This design comes from an exercise in tuning for small area and a short achievable clock period on the open sky130 flow, not from production work.
Where RTL was checked, it was by simulation tests only, not by an equivalence proof against the original.
Only the layout flow was run in runs 2 to 7; the RTL was not checked for function there.

File: flow/run.sh
#!/bin/bash
# synth_recipe.tcl (not shown) runs the flow's synth.tcl, then flattens the netlist and writes it again
# the make line also repeats each setting of config.mk as NAME=value (left out here)
make -C /OpenROAD-flow-scripts/flow DESIGN_CONFIG=/design/flow/config.mk WORK_HOME=/design/flow/orfs CLKGATE_MAP_FILE= SYNTH_SCRIPT=/design/flow/synth_recipe.tcl finish
File: flow/config.mk
export PLATFORM = sky130hd
export DESIGN_NAME = mod
export DESIGN_NICKNAME = mod
export VERILOG_FILES = /design/flow/design.v
export SDC_FILE = /design/flow/constraint.sdc
export NUM_CORES = 4
export LEC_CHECK = 0
export CAP_MARGIN = 20
export CORE_MARGIN = 2
export CORE_UTILIZATION = 40
export CTS_BUF_LIST = sky130_fd_sc_hd__clkbuf_4 sky130_fd_sc_hd__clkbuf_8
export SETUP_SLACK_MARGIN = 2.5
export SLEW_MARGIN = 20
File: flow/constraint.sdc
create_clock -name core_clock -period 5.2 [get_ports {clk}]
set_input_delay 1.0400 -clock core_clock [delete_from_list [all_inputs] [get_ports {clk}]]
set_output_delay 1.0400 -clock core_clock [all_outputs]
set_load 0.01 [all_outputs]
File: flow/design.v
`timescale 1ns / 1ps
module mod (
    input logic clk,
    input logic reset,
    input logic [15:0] samp,
    output logic pull,
    output logic pdata
);
    localparam logic [39:0] TH = 40'h00014CCCCC;
    logic [7:0]  cnt;
    logic [15:0] sv;
    logic [39:2] xb;
    logic [39:8] pb;
    logic [0:0] q;
    logic [5:1] cx, cx_n;
    logic [3:1] cp, cp_n;
    wire [39:0] xt = {xb, 2'b00} + ({39'd0, cx[1]} << 8) + ({39'd0, cx[2]} << 14) + ({39'd0, cx[3]} << 20) + ({39'd0, cx[4]} << 26) + ({39'd0, cx[5]} << 32);
    wire c0 = (xt >= TH) && !xt[39];
    wire c1 = (xt >= (TH << 1)) && (xt < (40'h8000000000 + TH));
    wire s1 = xb[8] ^ pb[8] ^ q[0];
    wire c2 = (xb[8] & pb[8]) | (xb[8] & q[0]) | (pb[8] & q[0]);
    wire s3 = xb[9] ^ pb[9] ^ q[0];
    wire c4 = (xb[9] & pb[9]) | (xb[9] & q[0]) | (pb[9] & q[0]);
    wire s5 = xb[10] ^ pb[10];
    wire c6 = xb[10] & pb[10];
    wire s7 = xb[11] ^ pb[11];
    wire c8 = xb[11] & pb[11];
    wire s9 = xb[12] ^ pb[12] ^ q[0];
    wire c10 = (xb[12] & pb[12]) | (xb[12] & q[0]) | (pb[12] & q[0]);
    wire s11 = xb[13] ^ pb[13] ^ q[0];
    wire c12 = (xb[13] & pb[13]) | (xb[13] & q[0]) | (pb[13] & q[0]);
    wire s13 = xb[14] ^ pb[14] ^ cp[1];
    wire c14 = (xb[14] & pb[14]) | (xb[14] & cp[1]) | (pb[14] & cp[1]);
    wire s15 = xb[15] ^ pb[15];
    wire c16 = xb[15] & pb[15];
    wire s17 = xb[16] ^ pb[16] ^ q[0];
    wire c18 = (xb[16] & pb[16]) | (xb[16] & q[0]) | (pb[16] & q[0]);
    wire s19 = xb[17] ^ pb[17] ^ q[0];
    wire c20 = (xb[17] & pb[17]) | (xb[17] & q[0]) | (pb[17] & q[0]);
    wire s21 = xb[18] ^ pb[18];
    wire c22 = xb[18] & pb[18];
    wire s23 = xb[19] ^ pb[19] ^ cp[2];
    wire c24 = (xb[19] & pb[19]) | (xb[19] & cp[2]) | (pb[19] & cp[2]);
    wire s25 = xb[20] ^ pb[20] ^ q[0];
    wire c26 = (xb[20] & pb[20]) | (xb[20] & q[0]) | (pb[20] & q[0]);
    wire s27 = xb[21] ^ pb[21] ^ q[0];
    wire c28 = (xb[21] & pb[21]) | (xb[21] & q[0]) | (pb[21] & q[0]);
    wire s29 = xb[22] ^ pb[22];
    wire c30 = xb[22] & pb[22];
    wire s31 = xb[23] ^ pb[23] ^ q[0];
    wire c32 = (xb[23] & pb[23]) | (xb[23] & q[0]) | (pb[23] & q[0]);
    wire s33 = xb[24] ^ pb[24] ^ q[0];
    wire c34 = (xb[24] & pb[24]) | (xb[24] & q[0]) | (pb[24] & q[0]);
    wire s35 = xb[25] ^ pb[25] ^ cp[3];
    wire c36 = (xb[25] & pb[25]) | (xb[25] & cp[3]) | (pb[25] & cp[3]);
    wire s37 = xb[26] ^ pb[26] ^ q[0];
    wire c38 = (xb[26] & pb[26]) | (xb[26] & q[0]) | (pb[26] & q[0]);
    wire s39 = xb[27] ^ pb[27] ^ q[0];
    wire c40 = (xb[27] & pb[27]) | (xb[27] & q[0]) | (pb[27] & q[0]);
    wire s41 = xb[28] ^ pb[28] ^ q[0];
    wire c42 = (xb[28] & pb[28]) | (xb[28] & q[0]) | (pb[28] & q[0]);
    wire s43 = xb[29] ^ pb[29] ^ q[0];
    wire c44 = (xb[29] & pb[29]) | (xb[29] & q[0]) | (pb[29] & q[0]);
    wire s45 = xb[30] ^ pb[30] ^ q[0];
    wire c46 = (xb[30] & pb[30]) | (xb[30] & q[0]) | (pb[30] & q[0]);
    wire s47 = xb[31] ^ pb[31] ^ q[0];
    wire c48 = (xb[31] & pb[31]) | (xb[31] & q[0]) | (pb[31] & q[0]);
    wire s49 = xb[32] ^ pb[32] ^ q[0];
    wire c50 = (xb[32] & pb[32]) | (xb[32] & q[0]) | (pb[32] & q[0]);
    wire s51 = xb[33] ^ pb[33] ^ q[0];
    wire c52 = (xb[33] & pb[33]) | (xb[33] & q[0]) | (pb[33] & q[0]);
    wire s53 = xb[34] ^ pb[34] ^ q[0];
    wire c54 = (xb[34] & pb[34]) | (xb[34] & q[0]) | (pb[34] & q[0]);
    wire s55 = xb[35] ^ pb[35] ^ q[0];
    wire c56 = (xb[35] & pb[35]) | (xb[35] & q[0]) | (pb[35] & q[0]);
    wire s57 = xb[36] ^ pb[36] ^ q[0];
    wire c58 = (xb[36] & pb[36]) | (xb[36] & q[0]) | (pb[36] & q[0]);
    wire s59 = xb[37] ^ pb[37] ^ q[0];
    wire c60 = (xb[37] & pb[37]) | (xb[37] & q[0]) | (pb[37] & q[0]);
    wire s61 = xb[38] ^ pb[38] ^ q[0];
    wire c62 = (xb[38] & pb[38]) | (xb[38] & q[0]) | (pb[38] & q[0]);
    wire s63 = xb[39] ^ pb[39] ^ q[0];
    wire c64 = (xb[39] & pb[39]) | (xb[39] & q[0]) | (pb[39] & q[0]);
    wire [6:0] xs65 = {1'b0, xb[7], xb[6], xb[5], xb[4], xb[3], xb[2]} + {1'b0, 1'b0, 1'b0, q[0], q[0], 1'b0, q[0]} + 7'(1'b0);
    assign cx_n[1] = xs65[6];
    wire [6:0] xs66 = {1'b0, s11, s9, s7, s5, s3, s1} + {1'b0, c10, c8, c6, c4, c2, 1'b0} + 7'(cx[1]);
    assign cx_n[2] = xs66[6];
    wire [6:0] xs67 = {1'b0, s23, s21, s19, s17, s15, s13} + {1'b0, c22, c20, c18, c16, c14, c12} + 7'(cx[2]);
    assign cx_n[3] = xs67[6];
    wire [6:0] xs68 = {1'b0, s35, s33, s31, s29, s27, s25} + {1'b0, c34, c32, c30, c28, c26, c24} + 7'(cx[3]);
    assign cx_n[4] = xs68[6];
    wire [6:0] xs69 = {1'b0, s47, s45, s43, s41, s39, s37} + {1'b0, c46, c44, c42, c40, c38, c36} + 7'(cx[4]);
    assign cx_n[5] = xs69[6];
    wire [8:0] xs70 = {1'b0, s63, s61, s59, s57, s55, s53, s51, s49} + {1'b0, c62, c60, c58, c56, c54, c52, c50, c48} + 9'(cx[5]);
    wire [6:0] ps71 = {1'b0, pb[13], pb[12], pb[11], pb[10], pb[9], pb[8]} + {1'b0, sv[5], sv[4], sv[3], sv[2], sv[1], sv[0]} + 7'(1'b0);
    assign cp_n[1] = ps71[6];
    wire [5:0] ps72 = {1'b0, pb[18], pb[17], pb[16], pb[15], pb[14]} + {1'b0, sv[10], sv[9], sv[8], sv[7], sv[6]} + 6'(cp[1]);
    assign cp_n[2] = ps72[5];
    wire [6:0] ps73 = {1'b0, pb[24], pb[23], pb[22], pb[21], pb[20], pb[19]} + {1'b0, q[0], sv[15], sv[14], sv[13], sv[12], sv[11]} + 7'(cp[2]);
    assign cp_n[3] = ps73[6];
    wire [15:0] ps74 = {1'b0, pb[39], pb[38], pb[37], pb[36], pb[35], pb[34], pb[33], pb[32], pb[31], pb[30], pb[29], pb[28], pb[27], pb[26], pb[25]} + {1'b0, q[0], q[0], q[0], q[0], q[0], q[0], q[0], q[0], q[0], q[0], q[0], q[0], q[0], q[0], q[0]} + 16'(cp[3]);
    wire [39:2] xb_n = {xs70[7], xs70[6], xs70[5], xs70[4], xs70[3], xs70[2], xs70[1], xs70[0], xs69[5], xs69[4], xs69[3], xs69[2], xs69[1], xs69[0], xs68[5], xs68[4], xs68[3], xs68[2], xs68[1], xs68[0], xs67[5], xs67[4], xs67[3], xs67[2], xs67[1], xs67[0], xs66[5], xs66[4], xs66[3], xs66[2], xs66[1], xs66[0], xs65[5], xs65[4], xs65[3], xs65[2], xs65[1], xs65[0]};
    wire [39:8] pb_n = {ps74[14], ps74[13], ps74[12], ps74[11], ps74[10], ps74[9], ps74[8], ps74[7], ps74[6], ps74[5], ps74[4], ps74[3], ps74[2], ps74[1], ps74[0], ps73[5], ps73[4], ps73[3], ps73[2], ps73[1], ps73[0], ps72[4], ps72[3], ps72[2], ps72[1], ps72[0], ps71[5], ps71[4], ps71[3], ps71[2], ps71[1], ps71[0]};
    always_ff @(posedge clk or posedge reset) begin
        if (reset) begin
            cnt <= 8'hFF;
            sv  <= '0;
            xb  <= '0;
            pb  <= '0;
            q   <= '0;
            cx  <= '0;
            cp  <= '0;
        end else begin
            cnt <= cnt + 8'd1;
            if (cnt == 8'hFF) sv <= samp;
            xb  <= xb_n;
            pb  <= pb_n;
            cx  <= cx_n;
            cp  <= cp_n;
            q[0] <= q[0] ? c1 : c0;
        end
    end
    assign pull  = (cnt == 8'hFF);
    assign pdata = q[0];
endmodule
==> flow_metrics.env, run 1 <==
export IMPL_avgSynthCellArea_sq_um=10.3
export IMPL_cts_root_buf="clkbuf_8"
export IMPL_die_w_microns=138
export IMPL_synth_area_leaders="dfrtp_1, ha_1, fa_1, xnor2_1, inv_1"
export IMPL_hold_viol_final=0
export IMPL_clock_insertion_delay_worst_skew_ns=0.40
export IMPL_yosys_most_used_dff="dfrtp_1"
export IMPL_syn_nets=825
export IMPL_place_hpwl_microns=10200
export IMPL_cts_sinks=103
export IMPL_synth_edf_count=0
export IMPL_drv_slew=0
export IMPL_drtPass1Iterations=5
export IMPL_first_iter_violations=345
export IMPL_instances_no_fill=988
export IMPL_hold_buffers=0
export IMPL_reg2reg_depth=13
export IMPL_grt_max_degree=43
export IMPL_clk_pin_slew_ns=0.12
export IMPL_dr_total_vias=5119
export IMPL_clockBufferDepth=2
export IMPL_status="complete, no violations"
export IMPL_fin_crit_sh_pct=54.3
export IMPL_hp_class="flop to flop"
export IMPL_tritoncts="yes"
export IMPL_worst_pin_slew_ns=0.938
export IMPL_io_pins=20
export IMPL_fmax_ghz=0.354
export IMPL_worstSetupStartpointType="flop"
export IMPL_synthArstFlopShare_pct=100
export IMPL_endpoint="pb[39]"
export IMPL_synth_distinct_cells=64
export IMPL_h_tree_depth=3
export IMPL_cp_end_kind="flop"
export IMPL_fin_tns_setup_ns=0
export IMPL_drt_total_wl_microns=14600
export IMPL_synth_area_sq_um=7170
export IMPL_crit_required_ns=5.53
export IMPL_grt_pass1_wl_microns=25100
export IMPL_core_sq_um=17400
export IMPL_gp_congestion=0.788
export IMPL_nets=890
export IMPL_fillers=1616
export IMPL_antennaDiodeCount=0
export IMPL_grt_total_usage_pct=16.9
export IMPL_syn_inst=693
export IMPL_overflow=0
export IMPL_wl_per_cell_microns=14.8
export IMPL_num_rows=48
export IMPL_maxCapViolCount=0
export IMPL_syn_to_final_growth_pct=19.1
export IMPL_drive_above_1_share_pct=21.1
export IMPL_die_area_sq_um=19000
export IMPL_cp_startpoint="q"
export IMPL_rrSetupSlack_ns=2.38
export IMPL_crit_path_max_fanout=5
export IMPL_die_h_microns=138
export IMPL_synth_common_cells="dfrtp_1, ha_1, inv_1, nand2_1, xnor2_1"
export IMPL_portBuffers=19
export IMPL_cts_buffers=9
export IMPL_viasPerCell=5.18
export IMPL_arrival_ns=3.16
export IMPL_fin_skew_ns=0.0171
export IMPL_yosysMostFrequentCell="dfrtp_1"
export IMPL_seq_area_frac_synth_pct=36.1
export IMPL_path_class="flop to flop"
export IMPL_seqCellArea_sq_um=2600
export IMPL_slew_headroom_pct=37.3
export IMPL_synth_warnings=1
export IMPL_r2r_end="pb[39]"
export IMPL_rsz0062_at_grt="true"
export IMPL_drc=0
export IMPL_start_util_pct=41.2
export IMPL_multi_input_area_sq_um=4570
export IMPL_setup_viol=0
export IMPL_grt_pass1_vias=5241
export IMPL_ant_nets=0
export IMPL_period_needed_ns=2.83
export IMPL_synth_top_cell_area_share_pct=33.2
export IMPL_yosysTopAreaCell="dfrtp_1"
export IMPL_ys_seq_elements=103
export IMPL_antenna_found_initial=0
export IMPL_worstReg2RegStart="q"
export IMPL_dp_cells=932
==> registers in the layout, summed over array words and instances (netlist names) <==
register  flops
cnt           8
cp            3
cx            5
pb           32
q             1
sv           16
xb           38
==> worst max-delay path, cell delays in order, from the launching register on <==
cell and delay, ns:
dfrtp_4 0.55, buf_4 0.17, buf_4 0.16, ha_1 0.35
a21o_1 0.21, a21oi_2 0.16, o21bai_1 0.11, a31oi_2 0.19
o21ai_2 0.10, o41ai_2 0.20, buf_4 0.17, o21bai_1 0.08
a21oi_2 0.15, xor2_1 0.16
==> routing by layer <==
metal	up-vias	GRT usage [%]	part of all wire, %
li1	2520	-	-
met1	2532	23.5	48
met2	52	27.1	48
met3	15	2.30	2.5
met4	0	5.84	1.6
met5	-	0	0
==> through the flow <==
step / cell area, sq um / hold slack (ns) / util [%] / setup WS, ns
CTS: 8250 / 0.486 / 47.4 / 2.32
finish: 8540 / 0.505 / 49.0 / 2.38
detailed placement: 7680 / 0.452 / 44.1 / 1.50
global placement: 7680 / 0.451 / 44.1 / 1.60
global route: 8540 / 0.519 / 49.0 / 2.22
floorplan: 7240 / 0.440 / - / 2.12
==> final cells by class <==
| class | instances | share of cell area (%) |
|---|---|---|
| Tap cell | 225 | 3.30 |
| Inverter | 72 | 3.34 |
| Multi-Input combinational cell | 510 | 53.5 |
| Timing Repair Buffer | 61 | 7.06 |
| Clock buffer | 9 | 1.45 |
| Sequential cell | 103 | 30.5 |
| Clock inverter | 7 | 0.850 |
| Timing Repair inverter | 1 | 0.0586 |
==> cell usage in the layout (no fill, tap or decap), types with 8 or more instances in the layout <==
cell             instances
clkbuf_8                 9
buf_4                   35
o21bai_1                 8
xnor2_1                 42
xor2_1                  22
fa_1                    29
inv_2                    9
clkdlybuf4s50_1         17
ha_1                    65
a21o_1                  34
inv_1                   60
fa_2                    13
nor2b_1                  8
dfrtp_2                  8
nand2_1                 65
a21oi_1                 22
a21oi_2                 18
o21ai_0                 24
nand3_1                 12
dfstp_2                  8
dfrtp_1                 86
nor2_1                  26
==> what timing repair did <==
| action | CTS | global route |
|---|---|---|
| gates resized for setup | 33 | 54 |
| buffers inserted | 27 | 11 |
| pin swaps | 31 | 38 |
| gates cloned | 2 | 0 |
| endpoints found under the setup margin | 21 | 18 |
==> kinds of logic (layout without fill, tap and decap cells) <==
group	count (synthesis)	in the layout	synth area share, %
compound gates	157	157	14.6
mux	4	4	0.576
flops	103	103	36.1
buf+inv	80	150	4.50
xor+xnor	66	66	8.06
simple gates	169	169	11.8
fa+ha+maj	114	114	24.3
==> how the worst min path moves through the flow <==
stage	startpoint	to	slack [ns]	depth (start not counted)
6_report	cnt[7]	cnt[7]	0.51	1
5_1_grt	cnt[7]	cnt[7]	0.52	1
4_1_cts	cnt[0]	cnt[0]	0.49	1
3_5_place_dp	cnt[0]	cnt[0]	0.45	1
3_3_place_gp	cnt[0]	cnt[0]	0.45	1
2_1_floorplan	cnt[0]	cnt[0]	0.44	1
==> run 2, diff against run 1 <==
--- a/flow/design.v
+++ b/flow/design.v
@@ -16,2 +16,4 @@
     logic [3:1] cp, cp_n;
+    logic        q_out;     
+    logic        pull_r;    
     wire [39:0] xt = {xb, 2'b00} + ({39'd0, cx[1]} << 8) + ({39'd0, cx[2]} << 14) + ({39'd0, cx[3]} << 20) + ({39'd0, cx[4]} << 26) + ({39'd0, cx[5]} << 32);
@@ -106,2 +108,3 @@
             cnt <= 8'hFF;
+            pull_r <= 1'b1;
             sv  <= '0;
@@ -110,2 +113,3 @@
             q   <= '0;
+            q_out <= 1'b0;
             cx  <= '0;
@@ -114,2 +118,3 @@
             cnt <= cnt + 8'd1;
+            pull_r <= (cnt == 8'hFE);
             if (cnt == 8'hFF) sv <= samp;
@@ -120,6 +125,7 @@
             q[0] <= q[0] ? c1 : c0;
+            q_out <= q_out ? c1 : c0;
         end
     end
-    assign pull  = (cnt == 8'hFF);
-    assign pdata = q[0];
+    assign pull  = pull_r;
+    assign pdata = q_out;
 endmodule
--- a/flow/config.mk
+++ b/flow/config.mk
@@ -7,2 +7,3 @@
 export LEC_CHECK = 0
+export ABC_AREA = 1
 export CAP_MARGIN = 20
@@ -10,3 +11,2 @@
 export CORE_UTILIZATION = 40
-export CTS_BUF_LIST = sky130_fd_sc_hd__clkbuf_4 sky130_fd_sc_hd__clkbuf_8
 export SETUP_SLACK_MARGIN = 2.5
==> run 2 against run 1 <==
Effect of this change:
- still clean on timing, DRC and antenna
- sequential share of layout area increased by 0.082 points
- critical path depth down 4
- worst setup slack better by 0.23 ns
==> flow_metrics.env, run 2 <==
export IMPL_synth_warnings=1
export IMPL_clock_insertion_delay_worst_skew_ns=0.36
export IMPL_wl_per_cell_microns=12.2
export IMPL_viasPerCell=4.70
export IMPL_worst_pin_slew_ns=0.922
export IMPL_core_sq_um=18800
export IMPL_ys_seq_elements=105
export IMPL_drtPass1Iterations=4
export IMPL_ant_nets=0
export IMPL_fin_crit_sh_pct=49.9
export IMPL_yosys_most_used_dff="dfrtp_1"
export IMPL_largest_reg_flops=38
export IMPL_synth_common_cells="nand2_1, inv_1, dfrtp_1, nor2_1, ha_1"
export IMPL_path_class="flop to flop"
export IMPL_hp_class="flop to flop"
export IMPL_fillers=1859
export IMPL_cpPeakStageDelay_ns=0.53
export IMPL_hold_buffers=0
export IMPL_dr_total_vias=5683
export IMPL_seq_area_frac_synth_pct=34.1
export IMPL_clockBufferDepth=2
export IMPL_drv_slew=0
export IMPL_fin_skew_ns=0.00979
export IMPL_fin_tns_setup_ns=0
export IMPL_path_buf_inv=1
export IMPL_path_cells="buf_4 > fa_1 > fa_2 > fa_2 > a31oi_4 > nor2_1 > o21ai_1 > nand2_1 > xor2_1"
export IMPL_synth_top_cell_area_share_pct=31.0
export IMPL_io_pins=20
export IMPL_portBuffers=19
export IMPL_cts_buffers=9
export IMPL_critical_path_top_delay_family="adder cells"
export IMPL_syn_nets=1040
export IMPL_synth_area_sq_um=7740
export IMPL_grt_pass1_wl_microns=26700
export IMPL_seqCellArea_sq_um=2640
export IMPL_rsz0062_at_grt="true"
export IMPL_dp_cells=1188
export IMPL_synth_edf_count=0
export IMPL_die_h_microns=143
export IMPL_antenna_found_initial=0
export IMPL_die_area_sq_um=20500
export IMPL_crit_required_ns=5.45
export IMPL_reg_top3="xb x38, pb x32, sv x16"
export IMPL_instances_no_fill=1209
export IMPL_drive_above_1_share_pct=8.11
export IMPL_arrival_ns=2.84
export IMPL_crit_path_max_fanout=7
export IMPL_hold_viol_final=0
export IMPL_place_hpwl_microns=11800
export IMPL_clk_pin_slew_ns=0.07
export IMPL_setup_viol=0
export IMPL_cp_end_kind="flop"
export IMPL_nets=1077
export IMPL_tritoncts="yes"
export IMPL_syn_to_final_growth_pct=11.9
export IMPL_die_w_microns=143
export IMPL_h_tree_depth=3
export IMPL_antennaDiodeCount=0
export IMPL_maxCapViolCount=0
export IMPL_grt_pass1_vias=5826
export IMPL_start_util_pct=41.1
export IMPL_first_iter_violations=265
export IMPL_period_needed_ns=2.59
export IMPL_drt_total_wl_microns=14800
export IMPL_slowest_stage="dfrtp_4"
export IMPL_overflow=0
export IMPL_avgSynthCellArea_sq_um=8.53
export IMPL_multi_input_area_sq_um=4610
export IMPL_gp_congestion=0.873
export IMPL_synth_distinct_cells=31
export IMPL_synth_area_leaders="dfrtp_1, ha_1, fa_1, nand2_1, inv_1"
export IMPL_yosysMostFrequentCell="nand2_1"
export IMPL_grt_max_degree=50
export IMPL_final_common_cell="nand2_1"
export IMPL_layout_common_cells="nand2_1, inv_1, dfrtp_1, nor2_1, ha_1"
export IMPL_fmax_ghz=0.386
export IMPL_cts_sinks=105
export IMPL_grt_total_usage_pct=16.5
export IMPL_drc=0
export IMPL_yosysTopAreaCell="dfrtp_1"
export IMPL_synthArstFlopShare_pct=100
export IMPL_syn_inst=907
export IMPL_worstSetupStartpointType="flop"
export IMPL_slew_headroom_pct=38.3
export IMPL_crit_top_cell="fa_2"
export IMPL_status="complete, no violations"
export IMPL_cts_root_buf="clkbuf_16"
export IMPL_num_rows=50
export IMPL_largest_register="xb"
-- run 2: repair_timing --
| action | CTS | global route |
|---|---|---|
| resized for setup | 2 | 8 |
| setup endpoints to repair | 8 | 10 |
| hold endpoints to repair | 0 | 0 |
| pin swaps | 0 | 1 |
| buffers inserted | 2 | 3 |
-- run 2: worst reg2reg max path, delay by kind of cell (launching register included) --
family	cells	cell delay, ns
adder cells (fa/ha/maj)	3	1.27
flip-flops	1	0.53
AO/OA/AOI/OAI	2	0.27
buffers and inverters	1	0.16
AND/OR/NAND/NOR	2	0.13
XOR/XNOR	1	0.13
-- run 2: cell type report --
type,instances,area share [%]
inverter,139,6.07
sequential,105,30.5
clock buffer,9,2.60
multi-input combinational,662,53.2
timing repair buffer,27,2.98
tap,260,3.76
clock inverter,7,0.838
-- run 2: cells by family after synthesis --
kind of cell | after synthesis | share of synthesized area (%)
buffers and inverters | 140 | 6.79
muxes | 13 | 1.89
and+or+nand+nor | 377 | 20.7
xor gates and xnor gates | 66 | 7.47
AOI/OAI and AO/OA | 91 | 6.42
adders and majority gates | 115 | 22.7
DFF | 105 | 34.1
-- run 2: metrics by stage --
step	worst slack, ns	hold slack [ns]	utilization (%)	cell area [sq um]
3_5_place_dp	2.27	0.460	44.0	8290
4_1_cts	2.55	0.479	45.7	8610
3_3_place_gp	2.30	0.464	44.0	8290
2_1_floorplan	2.43	0.448	-	7750
6_report	2.61	0.477	46.0	8660
5_1_grt	2.46	0.492	46.0	8660
-- run 2: final timing paths --
kind | from | to | slack, ns | depth (start not counted)
max reg2reg | q | xb[38] | 2.61 | 9
min in group asynchronous | reset | sv[10] | 0.98 | 2
max in group asynchronous | reset | q | 3.30 | 3
min reg2reg | cnt[0] | cnt[0] | 0.48 | 1
max | q | xb[38] | 2.61 | 9
min | cnt[0] | cnt[0] | 0.48 | 1
-- run 2: metal layers --
metal	routed length (microns)	GRT usage (%)	part of all wire, %
met1	7590	22.9	51
met2	6660	26.3	45
met3	290	2.11	2.0
met4	251	6.04	1.7
met5	0	0	0
==> run 3, diff against run 2 <==
--- a/flow/config.mk
+++ b/flow/config.mk
@@ -11,3 +11,3 @@
 export CORE_UTILIZATION = 40
-export SETUP_SLACK_MARGIN = 2.5
+export SETUP_SLACK_MARGIN = 2.8
 export SLEW_MARGIN = 20
==> run 3 against run 2 <==
Effect of this change:
- non-clock buffer count grew 30
- sequential share of layout area fell by 2.6 points
- synthesized cell count is the same
- global-route usage shrank 0.26 points
- first-iteration DRC count decreased by 19%
==> flow_metrics.env, run 3 <==
export IMPL_cts_buffers=9
export IMPL_ys_seq_elements=105
export IMPL_die_h_microns=143
export IMPL_drive_above_1_share_pct=19.7
export IMPL_hold_ws_ns=0.480
export IMPL_cp_end_kind="flop"
export IMPL_grt_max_degree=33
export IMPL_fin_tns_setup_ns=0
export IMPL_syn_inst=907
export IMPL_die_area_sq_um=20500
export IMPL_final_common_cell="nand2_1"
export IMPL_worstHoldStart="cnt[0]"
export IMPL_slew_headroom_pct=66.9
export IMPL_cp_startpoint="q"
export IMPL_slowest_stage="fa_2"
export IMPL_clockBufferDepth=2
export IMPL_fin_area_sq_um=9470
export IMPL_wl_per_cell_microns=12.8
export IMPL_ant_nets=0
export IMPL_drc=0
export IMPL_cpPeakStageDelay_ns=0.56
export IMPL_seq_area_frac_synth_pct=34.1
export IMPL_path_class="flop to flop"
export IMPL_fillers=1776
export IMPL_grt_pass1_wl_microns=26200
export IMPL_portBuffers=19
export IMPL_synthArstFlopShare_pct=100
export IMPL_worst_pin_slew_ns=0.496
export IMPL_synth_edf_count=0
export IMPL_h_tree_depth=3
export IMPL_layout_common_cells="nand2_1, inv_1, dfrtp_1, nor2_1, ha_1"
export IMPL_synth_top_cell_area_share_pct=31.0
export IMPL_avgSynthCellArea_sq_um=8.53
export IMPL_antennaDiodeCount=0
export IMPL_dr_total_vias=5778
export IMPL_setup_viol=0
export IMPL_worstSetupStartpointType="flop"
export IMPL_reg_top3="xb x38, pb x32, sv x16"
export IMPL_synth_warnings=1
export IMPL_hold_viol_final=0
export IMPL_viasPerCell=4.66
export IMPL_path_cells="buf_12 > fa_2 > ha_4 > a21oi_2 > nand2_1 > a21oi_1 > nor2_1 > nor2_1 > o21ai_1 > a21oi_1 > xnor2_1"
export IMPL_yosysMostFrequentCell="nand2_1"
export IMPL_synth_common_cells="nand2_1, inv_1, dfrtp_1, nor2_1, ha_1"
export IMPL_instances_no_fill=1239
export IMPL_dp_cells=1189
export IMPL_die_w_microns=143
export IMPL_synth_area_leaders="dfrtp_1, ha_1, fa_1, nand2_1, inv_1"
export IMPL_largest_reg_flops=38
export IMPL_crit_path_max_fanout=6
export IMPL_rsz0062_at_grt="true"
export IMPL_clock_insertion_delay_worst_skew_ns=0.36
export IMPL_num_rows=50
export IMPL_tritoncts="yes"
export IMPL_setup_ws_ns=2.68
export IMPL_maxCapViolCount=0
export IMPL_io_pins=20
export IMPL_syn_nets=1040
export IMPL_status="complete, no violations"
export IMPL_dpl_cell_area_sq_um=8340
export IMPL_synth_area_sq_um=7740
export IMPL_drtPass1Iterations=4
export IMPL_syn_to_final_growth_pct=22.4
export IMPL_overflow=0
export IMPL_gp_congestion=0.883
export IMPL_period_needed_ns=2.52
export IMPL_fin_crit_sh_pct=48.4
export IMPL_antenna_found_initial=0
export IMPL_yosysTopAreaCell="dfrtp_1"
export IMPL_grt_total_usage_pct=16.2
export IMPL_pre_cts_ws_ns=2.20
export IMPL_clk_pin_slew_ns=0.08
export IMPL_grt_pass1_vias=5591
export IMPL_fin_skew_ns=0.0124
export IMPL_drt_total_wl_microns=15900
export IMPL_crit_required_ns=5.49
export IMPL_core_sq_um=18800
export IMPL_cts_sinks=105
export IMPL_synth_distinct_cells=31
export IMPL_largest_register="xb"
export IMPL_nets=1107
export IMPL_start_util_pct=41.1
export IMPL_first_iter_violations=215
export IMPL_hp_class="flop to flop"
export IMPL_place_hpwl_microns=11900
export IMPL_fmax_ghz=0.397
export IMPL_cts_root_buf="clkbuf_16"
export IMPL_drv_slew=0
export IMPL_worstReg2RegStart="q"
export IMPL_arrival_ns=2.80
export IMPL_yosys_most_used_dff="dfrtp_1"
run 3: logic make-up after synthesis:
group | count (synthesis) | share of synthesized area [%]
buffers and inverters | 140 | 6.79
AO/OA/AOI/OAI | 91 | 6.42
multiplexers | 13 | 1.89
flip-flops | 105 | 34.1
adder cells (fa/ha/maj) | 115 | 22.7
AND/OR/NAND/NOR | 377 | 20.7
XOR/XNOR | 66 | 7.47
run 3: worst max-delay path, delay by kind of cell (launching register included):
kind | cells | cell delay [ns]
buf+inv | 1 | 0.16
fa+ha+maj | 2 | 0.79
compound gates | 4 | 0.54
simple gates | 3 | 0.28
flops | 1 | 0.54
xor+xnor | 1 | 0.13
run 3: stage by stage:
stage / util (%)
after floorplan: -
after global placement: 44.2
after detailed placement: 44.3
after CTS: 46.6
after global routing: 50.3
final: 50.3
run 3: timing repair:
action | 4_1_cts | 5_1_grt
resized for setup | 23 | 106
pin swaps | 2 | 46
setup buffers | 5 | 27
setup endpoints to repair | 37 | 32
hold buffers | 0 | 0
cloned | 0 | 2
run 3: metal layers:
layer / global-route usage, % / vias up / wire (microns)
met5: 0 / - / 0
li1: - / 3038 / -
met3: 2.01 / 13 / 300
met4: 5.16 / 0 / 230
met1: 23.7 / 2686 / 8080
met2: 25.0 / 41 / 7240
run 3: cell type report:
type	count	area, sq um	area share (%)
clock inverter	7	83.8	0.885
inverter	139	531	5.60
tap	260	325	3.43
timing repair buffer	57	592	6.25
sequential	105	2650	28.0
multi-input combinational	662	5070	53.5
clock buffer	9	225	2.38
run 3: worst paths after layout:
path / to / slack (ns) / cells past startpoint
worst max-delay path: xb[39] / 2.68 / 11
worst min register to register: cnt[0] / 0.48 / 1
worst min-delay path: cnt[0] / 0.48 / 1
max in group asynchronous: cnt[0] / 3.41 / 3
min in group asynchronous: pb[30] / 1.04 / 2
worst max register to register: xb[39] / 2.68 / 11
==> run 4, diff against run 3 <==
==> flow/flow/run.sh (new file) <==
#!/bin/bash
# The standard layout (the standard.sh), but without Yosys's full-adder
# extraction (ADDER_MAP_FILE empty): ABC then maps the adders itself, into
# faster gates than the fixed sky130 fa/ha cells. Registers are unchanged.
set -euo pipefail
bash standard.sh ADDER_MAP_FILE=  finish > standard_flow.log 2>&1
==> flow/standard.sh (new file) <==
#!/bin/bash
# synth_recipe.tcl (not shown) runs the flow's synth.tcl, then flattens the netlist and writes it again
# the make line also repeats each setting of config.mk as NAME=value (left out here)
make -C /OpenROAD-flow-scripts/flow DESIGN_CONFIG=/design/flow/config.mk WORK_HOME=/design/flow/orfs CLKGATE_MAP_FILE= SYNTH_SCRIPT=/design/flow/synth_recipe.tcl "${@:-finish}"
removed: flow/run.sh
==> run 4 against run 3 <==
Effect of this change:
- clock skew fell by 0.0023 ns
- maximum frequency rose by 9.6%
- sequential share of layout area rose by 1.1 points
- highest routed layer unchanged
- critical path depth fell by 10
- synthesized cell count rose by 32%
- count of clock-buffer cells in the layout did not move
- still clean on timing, DRC and antenna
- routed wire length rose by 7.8%
==> flow_metrics.env, run 4 <==
export IMPL_status="complete, no violations"
export IMPL_h_tree_depth=3
export IMPL_antenna_found_initial=0
export IMPL_rsz0062_at_grt="true"
export IMPL_overflow=0
export IMPL_synthArstFlopShare_pct=100
export IMPL_largest_reg_flops=38
export IMPL_multi_input_area_sq_um=4810
export IMPL_dr_total_vias=7051
export IMPL_ant_nets=0
export IMPL_first_iter_violations=334
export IMPL_grt_pass1_wl_microns=30000
export IMPL_drv_slew=0
export IMPL_yosysMostFrequentCell="nand2_1"
export IMPL_synth_warnings=1
export IMPL_nets=1263
export IMPL_worstSetupStartpointType="flop"
export IMPL_clk_pin_slew_ns=0.08
export IMPL_maxCapViolCount=0
export IMPL_num_rows=51
export IMPL_yosys_most_used_dff="dfrtp_1"
export IMPL_path_class="flop to output pin"
export IMPL_cpPeakStageDelay_ns=0.54
export IMPL_seqCellArea_sq_um=2670
export IMPL_cts_sinks=105
export IMPL_slowest_stage="clkdlybuf4s50_1"
export IMPL_fin_crit_sh_pct=44.2
export IMPL_start_util_pct=41.1
export IMPL_layout_common_cells="nand2_1, nor2_1, inv_1, xor2_1, dfrtp_1"
export IMPL_grt_pass1_vias=6484
export IMPL_ys_seq_elements=105
export IMPL_hold_buffers=0
export IMPL_portBuffers=19
export IMPL_drc=0
export IMPL_worst_pin_slew_ns=0.853
export IMPL_wl_per_cell_microns=11.3
export IMPL_fin_util_pct=46.8
export IMPL_io_pins=20
export IMPL_instances_no_fill=1515
export IMPL_synth_top_cell_area_share_pct=29.8
export IMPL_fin_skew_ns=0.0101
export IMPL_crit_required_ns=4.16
export IMPL_reg_top3="xb x38, pb x32, sv x16"
export IMPL_pre_cts_ws_ns=2.60
export IMPL_arrival_ns=1.26
export IMPL_setup_ws_ns=2.90
export IMPL_synth_edf_count=0
export IMPL_rrSetupSlack_ns=2.93
export IMPL_crit_path_max_fanout=3
export IMPL_slew_headroom_pct=43.0
export IMPL_cts_root_buf="clkbuf_16"
export IMPL_grt_max_degree=71
export IMPL_grt_total_usage_pct=16.9
export IMPL_period_needed_ns=2.30
export IMPL_path_cells="clkdlybuf4s50_1"
export IMPL_gp_congestion=0.936
export IMPL_drt_total_wl_microns=17100
export IMPL_synth_common_cells="nand2_1, nor2_1, inv_1, dfrtp_1, xor2_1"
export IMPL_die_h_microns=146
export IMPL_drive_above_1_share_pct=16.9
export IMPL_final_common_cell="nand2_1"
export IMPL_cts_buffers=9
export IMPL_avgSynthCellArea_sq_um=6.70
export IMPL_synth_distinct_cells=45
export IMPL_fillers=1978
export IMPL_dp_cells=1476
export IMPL_yosysTopAreaCell="dfrtp_1"
export IMPL_seq_area_frac_synth_pct=32.8
export IMPL_cp_end_kind="output pin"
export IMPL_hold_depth=1
export IMPL_largest_register="xb"
export IMPL_fin_tns_setup_ns=0
export IMPL_antennaDiodeCount=0
export IMPL_die_w_microns=146
export IMPL_viasPerCell=4.65
export IMPL_path_buf_inv=1
export IMPL_synth_area_leaders="dfrtp_1, nand2_1, xor2_1, nor2_1, inv_1"
export IMPL_hold_viol_final=0
export IMPL_clock_insertion_delay_worst_skew_ns=0.36
export IMPL_die_area_sq_um=21300
export IMPL_drtPass1Iterations=5
export IMPL_tritoncts="yes"
export IMPL_critical_path_top_delay_family="buffers and inverters"
export IMPL_clockBufferDepth=2
export IMPL_fmax_ghz=0.435
export IMPL_place_hpwl_microns=13100
export IMPL_crit_cells=1
export IMPL_hp_class="flop to flop"
export IMPL_synth_area_sq_um=8050
export IMPL_reg2reg_depth=13
export IMPL_syn_nets=1219
export IMPL_syn_inst=1201
export IMPL_setup_viol=0
export IMPL_core_sq_um=19600
export IMPL_syn_to_final_growth_pct=13.8
==> run 4: path summary, 6_finish.rpt <==
kind                         from      to
max                         q_out   pdata
min                        cnt[0]  cnt[0]
max in group asynchronous   reset  cnt[7]
min in group asynchronous   reset   pb[9]
max reg2reg                     q  xb[39]
min reg2reg                cnt[0]  cnt[0]
==> run 4: cells by family after synthesis <==
logic type	after synthesis	synth area share, %
buf+inv	174	8.86
xor+xnor	102	11.2
fa+ha+maj	5	0.668
compound gates	85	6.17
flops	105	32.8
simple gates	730	40.3
==> run 4: routing by layer <==
layer	up-vias	routed length (microns)	share of wire [%]	GRT usage, %
met2	104	7610	45	26.8
met5	-	0	0	0
met1	3121	8550	50	23.5
met3	22	605	3.5	2.70
li1	3804	-	-	-
met4	0	316	1.8	5.54
==> run 4: what timing repair did <==
action	4_1_cts	5_1_grt
setup endpoints to repair	14	20
pin swaps	0	14
setup buffers	0	23
resized for setup	5	52
==> run 4: stage by stage <==
step                cell area, sq um  hold WS [ns]
global route                    9160         0.502
floorplan                       8050         0.454
global placement                8510         0.463
CTS                             8830         0.490
detailed placement              8510         0.468
finish                          9160         0.491
==> run 4: area by class of cell <==
type | instances | area share [%]
clock inverters | 7 | 0.956
repair buffers | 45 | 4.67
inverters | 162 | 6.75
multi-input cells | 922 | 52.5
well taps | 265 | 3.62
flip-flops and latches | 105 | 29.1
clock buffers | 9 | 2.46
==> run 5, diff against run 4 <==
--- a/flow/config.mk
+++ b/flow/config.mk
@@ -11,3 +11,3 @@
 export CORE_UTILIZATION = 40
-export SETUP_SLACK_MARGIN = 2.8
+export SETUP_SLACK_MARGIN = 2.5
 export SLEW_MARGIN = 20
==> run 5 against run 4 <==
Effect of this change:
- still clean
- critical path depth rose by 14
- synthesized cell count did not move
- count of clock-buffer cells in the layout did not move
- global-route usage barely moved
- cell count fell by 1.5%
- clock skew barely moved
- highest routed layer unchanged
- worst hold slack barely moved
- first-iteration DRC count fell by 2.7%
==> flow_metrics.env, run 5 <==
export IMPL_status="complete, no violations"
export IMPL_ys_seq_elements=105
export IMPL_largest_reg_flops=38
export IMPL_clk_pin_slew_ns=0.08
export IMPL_fmax_ghz=0.401
export IMPL_drt_total_wl_microns=16700
export IMPL_synthArstFlopShare_pct=100
export IMPL_maxCapViolCount=0
export IMPL_fin_skew_ns=0.0104
export IMPL_grt_pass1_wl_microns=30000
export IMPL_fillers=2000
export IMPL_cts_sinks=105
export IMPL_worstSetupStartpointType="flop"
export IMPL_drc=0
export IMPL_cpPeakStageDelay_ns=0.58
export IMPL_drive_above_1_share_pct=12.1
export IMPL_reg_top3="xb x38, pb x32, sv x16"
export IMPL_dr_total_vias=6954
export IMPL_yosysTopAreaCell="dfrtp_1"
export IMPL_grt_total_usage_pct=16.9
export IMPL_arrival_ns=2.72
export IMPL_fin_crit_sh_pct=47.9
export IMPL_synth_area_sq_um=8050
export IMPL_crit_path_max_fanout=9
export IMPL_worst_pin_slew_ns=0.853
export IMPL_synth_edf_count=0
export IMPL_avgSynthCellArea_sq_um=6.70
export IMPL_period_needed_ns=2.49
export IMPL_portBuffers=19
export IMPL_path_class="flop to flop"
export IMPL_synth_warnings=1
export IMPL_dpl_cell_area_sq_um=8510
export IMPL_tritoncts="yes"
export IMPL_synth_area_leaders="dfrtp_1, nand2_1, xor2_1, nor2_1, inv_1"
export IMPL_instances_no_fill=1492
export IMPL_hp_class="flop to flop"
export IMPL_antennaDiodeCount=0
export IMPL_slowest_stage="dfrtp_1"
export IMPL_num_rows=51
export IMPL_die_w_microns=146
export IMPL_synth_common_cells="nand2_1, nor2_1, inv_1, dfrtp_1, xor2_1"
export IMPL_synth_top_cell_area_share_pct=29.8
export IMPL_fin_area_sq_um=8830
export IMPL_cts_root_buf="clkbuf_16"
export IMPL_wl_met1_microns=8510
export IMPL_routed_wl_met3_microns=526
export IMPL_crit_top_cell="nand3_1"
export IMPL_ant_nets=0
export IMPL_drtPass1Iterations=5
export IMPL_clockBufferDepth=2
export IMPL_core_sq_um=19600
export IMPL_drv_slew=0
export IMPL_path_cells="nand3_1 > nor2_2 > nand3_1 > nand2_2 > nand2_1 > nand3_1 > nand2_1 > nor2_2 > nand3_1 > inv_1 > nand3_1 > nand2_1 > nand2_1 > nand3_1 > nand2_1"
export IMPL_nets=1240
export IMPL_viasPerCell=4.66
export IMPL_first_iter_violations=325
export IMPL_syn_inst=1201
export IMPL_antenna_found_initial=0
export IMPL_final_common_cell="nand2_1"
export IMPL_setup_viol=0
export IMPL_largest_register="xb"
export IMPL_cts_buffers=9
export IMPL_fin_tns_setup_ns=0
export IMPL_grt_pass1_vias=6468
export IMPL_die_area_sq_um=21300
export IMPL_place_hpwl_microns=13100
export IMPL_grt_max_degree=71
export IMPL_seq_area_frac_synth_pct=32.8
export IMPL_yosys_most_used_dff="dfrtp_1"
export IMPL_start_util_pct=41.1
export IMPL_h_tree_depth=3
export IMPL_overflow=0
export IMPL_crit_required_ns=5.43
export IMPL_yosysMostFrequentCell="nand2_1"
export IMPL_rsz0062_at_grt="false"
export IMPL_clock_insertion_delay_worst_skew_ns=0.36
export IMPL_io_pins=20
export IMPL_syn_to_final_growth_pct=9.68
export IMPL_wl_met2_microns=7290
export IMPL_die_h_microns=146
export IMPL_layout_common_cells="nand2_1, nor2_1, inv_1, dfrtp_1, xor2_1"
export IMPL_setup_ws_ns=2.71
export IMPL_slew_headroom_pct=43.0
export IMPL_wl_per_cell_microns=11.2
export IMPL_dp_cells=1476
export IMPL_routed_top_layer="met4"
export IMPL_hold_viol_final=0
export IMPL_synth_distinct_cells=45
export IMPL_syn_nets=1219
export IMPL_pre_cts_ws_ns=2.60
export IMPL_cp_end_kind="flop"
export IMPL_gp_congestion=0.936
-- run 5: cell count changes in the layout (fill, tap and decap cells not counted), moves of 4 or more --
cell / delta
nand2_1: +9
buf_4: -19
nor2_2: -6
nor2_1: +10
dfrtp_2: -18
nand2_2: -8
nor2_4: -4
dfrtp_1: +18
-- run 5: critical path, delay by kind of cell, from the launching register on --
family        cells  cell delay [ns]
simple gates     14             1.69
buf+inv           1             0.07
flops             1             0.58
-- run 5: logic make-up (layout without fill, tap and decap cells) --
| logic type | after synthesis | in the layout | share of synthesized area, % |
|---|---|---|---|
| AND/OR/NAND/NOR | 730 | 730 | 40.3 |
| buffers and inverters | 174 | 200 | 8.86 |
| flip-flops | 105 | 105 | 32.8 |
| XOR/XNOR | 102 | 102 | 11.2 |
| AO/OA/AOI/OAI | 85 | 85 | 6.17 |
| adder cells (fa/ha/maj) | 5 | 5 | 0.668 |
-- run 5: worst paths after layout --
| path | start | end | slack (ns) | depth (start not counted) |
|---|---|---|---|---|
| min in group asynchronous | reset | pb[9] | 1.19 | 2 |
| max | xb[19] | q | 2.71 | 15 |
| max in group asynchronous | reset | cnt[7] | 3.17 | 3 |
| min | cnt[0] | cnt[0] | 0.49 | 1 |
| max reg2reg | xb[19] | q | 2.71 | 15 |
| min reg2reg | cnt[0] | cnt[0] | 0.49 | 1 |
-- run 5: area by class of cell --
class / instances / area [sq um] / share of cell area, %
repair buffers: 22 / 229 / 2.59
multi-input cells: 922 / 4700 / 53.2
well taps: 265 / 332 / 3.76
clock inverters: 7 / 87.6 / 0.992
flip-flops and latches: 105 / 2640 / 29.9
clock buffers: 9 / 225 / 2.55
inverters: 162 / 616 / 6.97
-- run 5: metal layers --
layer	global-route usage [%]	up-vias
li1	-	3759
met1	23.5	3075
met2	26.9	97
met3	2.70	23
met4	5.25	0
met5	0	-
-- run 5: timing repair --
action,CTS,global route
hold buffers,0,0
buffers inserted,0,0
resized for setup,0,2
setup endpoints to repair,0,9
-- run 5: metrics by stage --
step	utilization, %	hold slack (ns)
CTS	45.0	0.490
global placement	43.4	0.463
detailed placement	43.4	0.468
floorplan	-	0.454
global route	45.1	0.502
finish	45.1	0.491
==> run 6, diff against run 5 <==
--- a/flow/config.mk
+++ b/flow/config.mk
@@ -7,3 +7,2 @@
 export LEC_CHECK = 0
-export ABC_AREA = 1
 export CAP_MARGIN = 20
==> run 6 against run 5 <==
Effect of this change:
- still clean on timing, DRC and antenna
- critical path type unchanged
- die area decreased by 11%
- critical endpoint is now xb[19]
- via count decreased by 15%
- synthesized area decreased by 11%
- highest routed layer unchanged
- sequential share of layout area fell by 0.29 points
==> flow_metrics.env, run 6 <==
export IMPL_portBuffers=19
export IMPL_synthArstFlopShare_pct=100
export IMPL_synth_edf_count=0
export IMPL_cpPeakStageDelay_ns=0.46
export IMPL_hold_viol_final=0
export IMPL_hp_class="flop to flop"
export IMPL_dp_cells=981
export IMPL_num_rows=48
export IMPL_cp_end_kind="flop"
export IMPL_dr_total_vias=5925
export IMPL_final_common_cell="xnor2_1"
export IMPL_ys_seq_elements=105
export IMPL_yosysMostFrequentCell="xnor2_1"
export IMPL_antenna_found_initial=0
export IMPL_cts_sinks=105
export IMPL_slew_headroom_pct=39.1
export IMPL_layout_common_cells="xnor2_1, dfrtp_1, buf_4, nand2_1, nor2_1"
export IMPL_yosysTopAreaCell="dfrtp_1"
export IMPL_die_area_sq_um=18900
export IMPL_grt_pass1_vias=5470
export IMPL_hold_depth=1
export IMPL_setup_ws_ns=2.17
export IMPL_drive_above_1_share_pct=27.9
export IMPL_tritoncts="yes"
export IMPL_nets=866
export IMPL_overflow=0
export IMPL_gp_congestion=0.792
export IMPL_yosys_most_used_dff="dfrtp_1"
export IMPL_cts_root_buf="clkbuf_16"
export IMPL_synth_warnings=1
export IMPL_setup_viol=0
export IMPL_syn_to_final_growth_pct=26.1
export IMPL_grt_total_usage_pct=17.1
export IMPL_worstSetupStartpointType="flop"
export IMPL_cts_buffers=9
export IMPL_fmax_ghz=0.330
export IMPL_synth_area_sq_um=7130
export IMPL_start_util_pct=41.1
export IMPL_path_cells="xor3_1 > maj3_2 > or2_4 > o21a_1 > a22o_1 > maj3_2 > o21a_4 > maj3_2 > o221ai_2 > xnor2_1"
export IMPL_seq_area_frac_synth_pct=37.0
export IMPL_wl_per_cell_microns=15.4
export IMPL_die_h_microns=137
export IMPL_syn_inst=782
export IMPL_antennaDiodeCount=0
export IMPL_synth_common_cells="xnor2_1, dfrtp_1, nand2_1, nor2_1, o21ai_0"
export IMPL_synth_area_leaders="dfrtp_1, xnor2_1, maj3_1, xor2_1, nand2_1"
export IMPL_fin_skew_ns=0.00836
export IMPL_dpl_cell_area_sq_um=7530
export IMPL_maxCapViolCount=0
export IMPL_synth_top_cell_area_share_pct=33.7
export IMPL_drv_slew=0
export IMPL_grt_pass1_wl_microns=25900
export IMPL_first_iter_violations=281
export IMPL_reg_top3="xb x38, pb x32, sv x16"
export IMPL_ant_nets=0
export IMPL_worst_pin_slew_ns=0.911
export IMPL_rsz0062_at_grt="true"
export IMPL_status="complete, no violations"
export IMPL_period_needed_ns=3.03
export IMPL_drc=0
export IMPL_path_class="flop to flop"
export IMPL_clk_pin_slew_ns=0.08
export IMPL_drt_total_wl_microns=16600
export IMPL_viasPerCell=5.50
export IMPL_instances_no_fill=1078
export IMPL_drtPass1Iterations=5
export IMPL_clockBufferDepth=2
export IMPL_fin_tns_setup_ns=0
export IMPL_grt_max_degree=52
export IMPL_fin_util_pct=51.8
export IMPL_synth_distinct_cells=69
export IMPL_avgSynthCellArea_sq_um=9.12
export IMPL_crit_top_cell="maj3_2"
export IMPL_clock_insertion_delay_worst_skew_ns=0.36
export IMPL_largest_register="xb"
export IMPL_io_pins=20
export IMPL_arrival_ns=3.33
export IMPL_largest_reg_flops=38
export IMPL_pre_cts_ws_ns=1.65
export IMPL_h_tree_depth=3
export IMPL_fin_crit_sh_pct=58.3
export IMPL_reg2reg_depth=10
export IMPL_place_hpwl_microns=10000
export IMPL_core_sq_um=17400
export IMPL_die_w_microns=137
export IMPL_slowest_stage="xor3_1"
export IMPL_crit_required_ns=5.49
export IMPL_syn_nets=800
export IMPL_fillers=1530
export IMPL_fin_area_sq_um=8990
export IMPL_crit_path_max_fanout=5
[run 6: changes by cell type in the layout (fill, tap and decap cells not counted), sizes merged, moves of 13 or more]
cell,delta
mux2,+17
xnor2,+101
xor2,-43
maj3,+35
o21ai,+24
inv,-143
buf,+79
nand2,-360
nand4,-13
a21oi,-14
nor2,-113
nand3,-52
[run 6: final timing paths]
kind,from,to,slack (ns)
worst min register to register,cnt[3],cnt[3],0.48
worst max-delay path,pb[14],xb[19],2.17
worst max register to register,pb[14],xb[19],2.17
min in group asynchronous,reset,pb[35],1.21
max in group asynchronous,reset,xb[14],2.92
worst min-delay path,cnt[3],cnt[3],0.48
[run 6: layout make-up]
type	instances	area (sq um)	area share, %
clock inverters	6	83.8	0.933
well taps	225	282	3.13
flip-flops and latches	105	2660	29.6
multi-input cells	612	4640	51.7
clock buffers	10	229	2.55
inverters	14	60.1	0.668
repair buffers	106	1020	11.4
[run 6: per-stage QoR]
step	hold slack, ns
5_1_grt	0.496
3_5_place_dp	0.477
4_1_cts	0.489
6_report	0.485
2_1_floorplan	0.455
3_3_place_gp	0.475
[run 6: logic make-up (layout without fill, tap and decap cells)]
| group | Yosys count | after routing | share of synthesized area [%] |
|---|---|---|---|
| flops | 105 | 105 | 37.0 |
| compound gates | 170 | 170 | 15.7 |
| mux | 19 | 19 | 2.97 |
| fa+ha+maj | 40 | 40 | 5.67 |
| xor+xnor | 162 | 162 | 20.4 |
| buf+inv | 65 | 136 | 3.60 |
| simple gates | 221 | 221 | 14.6 |
[run 6: layer usage]
layer  share of wire, %  global-route usage (%)  vias up
met2                 49                    28.4      112
met1                 46                    22.2     2918
li1                   -                       -     2865
met3                2.9                    2.87       30
met5                  0                       0        -
met4                2.4                    6.76        0
[run 6: critical path: cells and delay by family, from the launching register on]
| family | cells | cell delay, ns |
|---|---|---|
| simple gates | 1 | 0.26 |
| compound gates | 4 | 0.73 |
| xor+xnor | 2 | 0.59 |
| flops | 1 | 0.37 |
| fa+ha+maj | 3 | 0.99 |
[run 6: what timing repair did]
action                                 in CTS  in global routing
hold buffers                                0                  0
gates resized for setup                    50                 62
endpoints found under the hold margin       0                  0
setup endpoints to repair                  25                 19
pin swaps                                  15                 35
buffers inserted                           30                 46
cloned                                      0                  5
==> run 7, diff against run 6 <==
--- a/flow/config.mk
+++ b/flow/config.mk
@@ -7,2 +7,3 @@
 export LEC_CHECK = 0
+export ABC_AREA = 1
 export CAP_MARGIN = 20
@@ -10,3 +11,3 @@
 export CORE_UTILIZATION = 40
-export SETUP_SLACK_MARGIN = 2.5
+export SETUP_SLACK_MARGIN = 3.1
 export SLEW_MARGIN = 20
==> run 7 against run 6 <==
Effect of this change:
- still clean on timing, DRC and antenna
- cell count rose by 50%
- first-iteration DRC count up 54%
- worst hold slack improved by 0.0041 ns
- critical path type unchanged
- largest cell class unchanged
==> flow_metrics.env, run 7 <==
export IMPL_dr_total_vias=7773
export IMPL_avgSynthCellArea_sq_um=6.70
export IMPL_fin_tns_setup_ns=0
export IMPL_die_w_microns=146
export IMPL_io_pins=20
export IMPL_fin_crit_sh_pct=42.5
export IMPL_seq_area_frac_synth_pct=32.8
export IMPL_h_tree_depth=3
export IMPL_path_class="flop to flop"
export IMPL_synth_edf_count=0
export IMPL_ys_seq_elements=105
export IMPL_hold_viol_final=0
export IMPL_drc=0
export IMPL_cts_root_buf="clkbuf_16"
export IMPL_clock_insertion_delay_worst_skew_ns=0.36
export IMPL_first_iter_violations=433
export IMPL_synthArstFlopShare_pct=100
export IMPL_nets=1367
export IMPL_syn_nets=1219
export IMPL_fin_skew_ns=0.0115
export IMPL_drtPass1Iterations=5
export IMPL_grt_total_usage_pct=17.8
export IMPL_rsz0062_at_grt="true"
export IMPL_synth_area_leaders="dfrtp_1, nand2_1, xor2_1, nor2_1, inv_1"
export IMPL_drv_slew=0
export IMPL_met3_usage_pct=2.73
export IMPL_gp_congestion=0.936
export IMPL_crit_required_ns=5.49
export IMPL_yosysTopAreaCell="dfrtp_1"
export IMPL_met1_usage_pct=24.0
export IMPL_crit_path_max_fanout=7
export IMPL_core_sq_um=19600
export IMPL_fmax_ghz=0.453
export IMPL_yosysMostFrequentCell="nand2_1"
export IMPL_hp_class="flop to flop"
export IMPL_cp_end_kind="flop"
export IMPL_cts_sinks=105
export IMPL_cp_startpoint="q"
export IMPL_antenna_found_initial=0
export IMPL_maxCapViolCount=0
export IMPL_viasPerCell=4.80
export IMPL_worstSetupStartpointType="flop"
export IMPL_multi_input_area_sq_um=5570
export IMPL_die_h_microns=146
export IMPL_layout_common_cells="nand2_1, inv_1, nor2_1, buf_4, nand2_2"
export IMPL_synth_common_cells="nand2_1, nor2_1, inv_1, dfrtp_1, xor2_1"
export IMPL_synth_warnings=1
export IMPL_synth_top_cell_area_share_pct=29.8
export IMPL_synth_area_sq_um=8050
export IMPL_wl_per_cell_microns=12.9
export IMPL_dpl_cell_area_sq_um=8510
export IMPL_clockBufferDepth=2
export IMPL_period_needed_ns=2.21
export IMPL_tritoncts="yes"
export IMPL_place_hpwl_microns=13100
export IMPL_worst_pin_slew_ns=0.938
export IMPL_clk_pin_slew_ns=0.08
export IMPL_grt_pass1_vias=6848
export IMPL_yosys_most_used_dff="dfrtp_1"
export IMPL_portBuffers=19
export IMPL_busiest_layer="met2"
export IMPL_reg_top3="xb x38, pb x32, sv x16"
export IMPL_die_area_sq_um=21300
export IMPL_worstReg2RegStart="q"
export IMPL_hold_ws_ns=0.489
export IMPL_largest_reg_flops=38
export IMPL_grt_max_degree=71
export IMPL_drive_above_1_share_pct=35.2
export IMPL_cts_buffers=9
export IMPL_status="complete, no violations"
export IMPL_largest_register="xb"
export IMPL_grt_pass1_wl_microns=31400
export IMPL_num_rows=51
export IMPL_ant_nets=0
export IMPL_seqCellArea_sq_um=2670
export IMPL_start_util_pct=41.1
export IMPL_setup_viol=0
export IMPL_syn_to_final_growth_pct=35.7
export IMPL_syn_inst=1201
export IMPL_final_common_cell="nand2_1"
export IMPL_met2_usage_pct=29.1
export IMPL_antennaDiodeCount=0
export IMPL_fin_area_sq_um=10900
export IMPL_slew_headroom_pct=37.1
export IMPL_arrival_ns=2.50
export IMPL_worstHoldStart="cnt[0]"
export IMPL_synth_distinct_cells=45
export IMPL_fillers=1763
export IMPL_overflow=0
export IMPL_drt_total_wl_microns=20900
-- run 7: cell types whose count changed in the layout (fill, tap and decap cells not counted), moves of 36 or more --
cell	previous run	this run
xor2_1	35	75
nand2_1	67	324
nand2_2	2	84
inv_1	12	125
xnor2_1	121	18
nor2_1	53	108
nor2_4	1	37
-- run 7: kinds of logic after synthesis --
logic type               share of synthesized area (%)
adder cells (fa/ha/maj)                          0.668
AO/OA/AOI/OAI                                     6.17
XOR/XNOR                                          11.2
buffers and inverters                             8.86
AND/OR/NAND/NOR                                   40.3
flip-flops                                        32.8
-- run 7: worst paths after layout --
check                               to  slack, ns  cells past startpoint
min in group asynchronous       pb[35]       1.20                      2
worst min-delay path            cnt[0]       0.49                      1
worst max register to register  xb[39]       2.99                     12
worst min register to register  cnt[0]       0.49                      1
max in group asynchronous       cnt[7]       3.26                      3
worst max-delay path            xb[39]       2.99                     12
-- run 7: metal layers --
| layer | vias to the layer above | share of wire (%) |
|---|---|---|
| li1 | 4002 | - |
| met1 | 3577 | 46 |
| met2 | 158 | 48 |
| met3 | 36 | 3.6 |
| met4 | 0 | 2.4 |
| met5 | - | 0 |
-- run 7: timing repair --
item,4_1_cts,5_1_grt
buffers inserted,37,86
cloned,1,3
hold buffers,0,0
pin swaps,33,119
endpoints found under the setup margin,43,29
resized for setup,82,229
-- run 7: cell type report --
type	instances	area share [%]
Clock inverter	7	0.802
Multi-Input combinational cell	922	51.0
Timing Repair inverter	3	0.298
Tap cell	265	3.04
Timing Repair Buffer	146	12.4
Inverter	162	5.96
Clock buffer	9	2.06
Sequential cell	105	24.4
-- run 7: through the flow --
stage | util [%] | cells | worst slack, ns
6_report | 55.8 | 1619 | 2.99
5_1_grt | 55.8 | 1619 | 2.88
4_1_cts | 47.8 | 1530 | 3.04
3_5_place_dp | 43.4 | 1476 | 2.60
3_3_place_gp | 43.4 | 1476 | 2.65
2_1_floorplan | - | 1201 | 2.91
-- run 7: worst max-delay path, stage by stage (launching register included) --
cell     delay, ns
dfrtp_4       0.53
buf_12        0.17
buf_12        0.16
nand2_4       0.08
inv_1         0.07
nor2_4        0.13
o22ai_2       0.10
xnor2_2       0.29
o21ai_1       0.11
a21oi_2       0.12
nand2_2       0.08
a21oi_2       0.14
xor2_1        0.14

-- re-timing with driven ports --
No port has a modelled driver above. Below, the same layouts with a new extraction and two added sets of constraints. Step 1 (the two cells are an assumption about what drives the block):
set clk [get_ports {clk}]
set_driving_cell -lib_cell sky130_fd_sc_hd__clkbuf_16 $clk
set_driving_cell -lib_cell sky130_fd_sc_hd__buf_2 [delete_from_list [all_inputs] $clk]
Step 2 moves the port delays by t, midway between the first and last clock arrival at a register: inputs arrive t later, outputs are due t later. That takes back most of the time a late clock gives input paths. a / b / c = no drivers / after step 1 / after step 2; a / b = the first two.
run | t, ns | setup slack, ns | worst slew at a driven data input, ns
run 1 | 0.434 | 2.375 / 2.375 / 2.375 | 0.04
run 2 | 0.401 | 2.608 / 2.608 / 2.608 | 0.03
run 3 | 0.396 | 2.681 / 2.681 / 2.681 | 0.04
run 4 | 0.400 | 2.902 / 2.856 / 2.802 | 0.03
run 5 | 0.399 | 2.709 / 2.709 / 2.709 | 0.03
run 6 | 0.400 | 2.168 / 2.168 / 2.168 | 0.04
run 7 | 0.403 | 2.991 / 2.991 / 2.882 | 0.03
After both steps setup and hold are still met in every run listed. The setup slack of run 7, which loses most, moves by 0.000 ns with the drivers and by -0.109 ns with both steps. The worst setup slack also covers recovery checks on asynchronous resets.
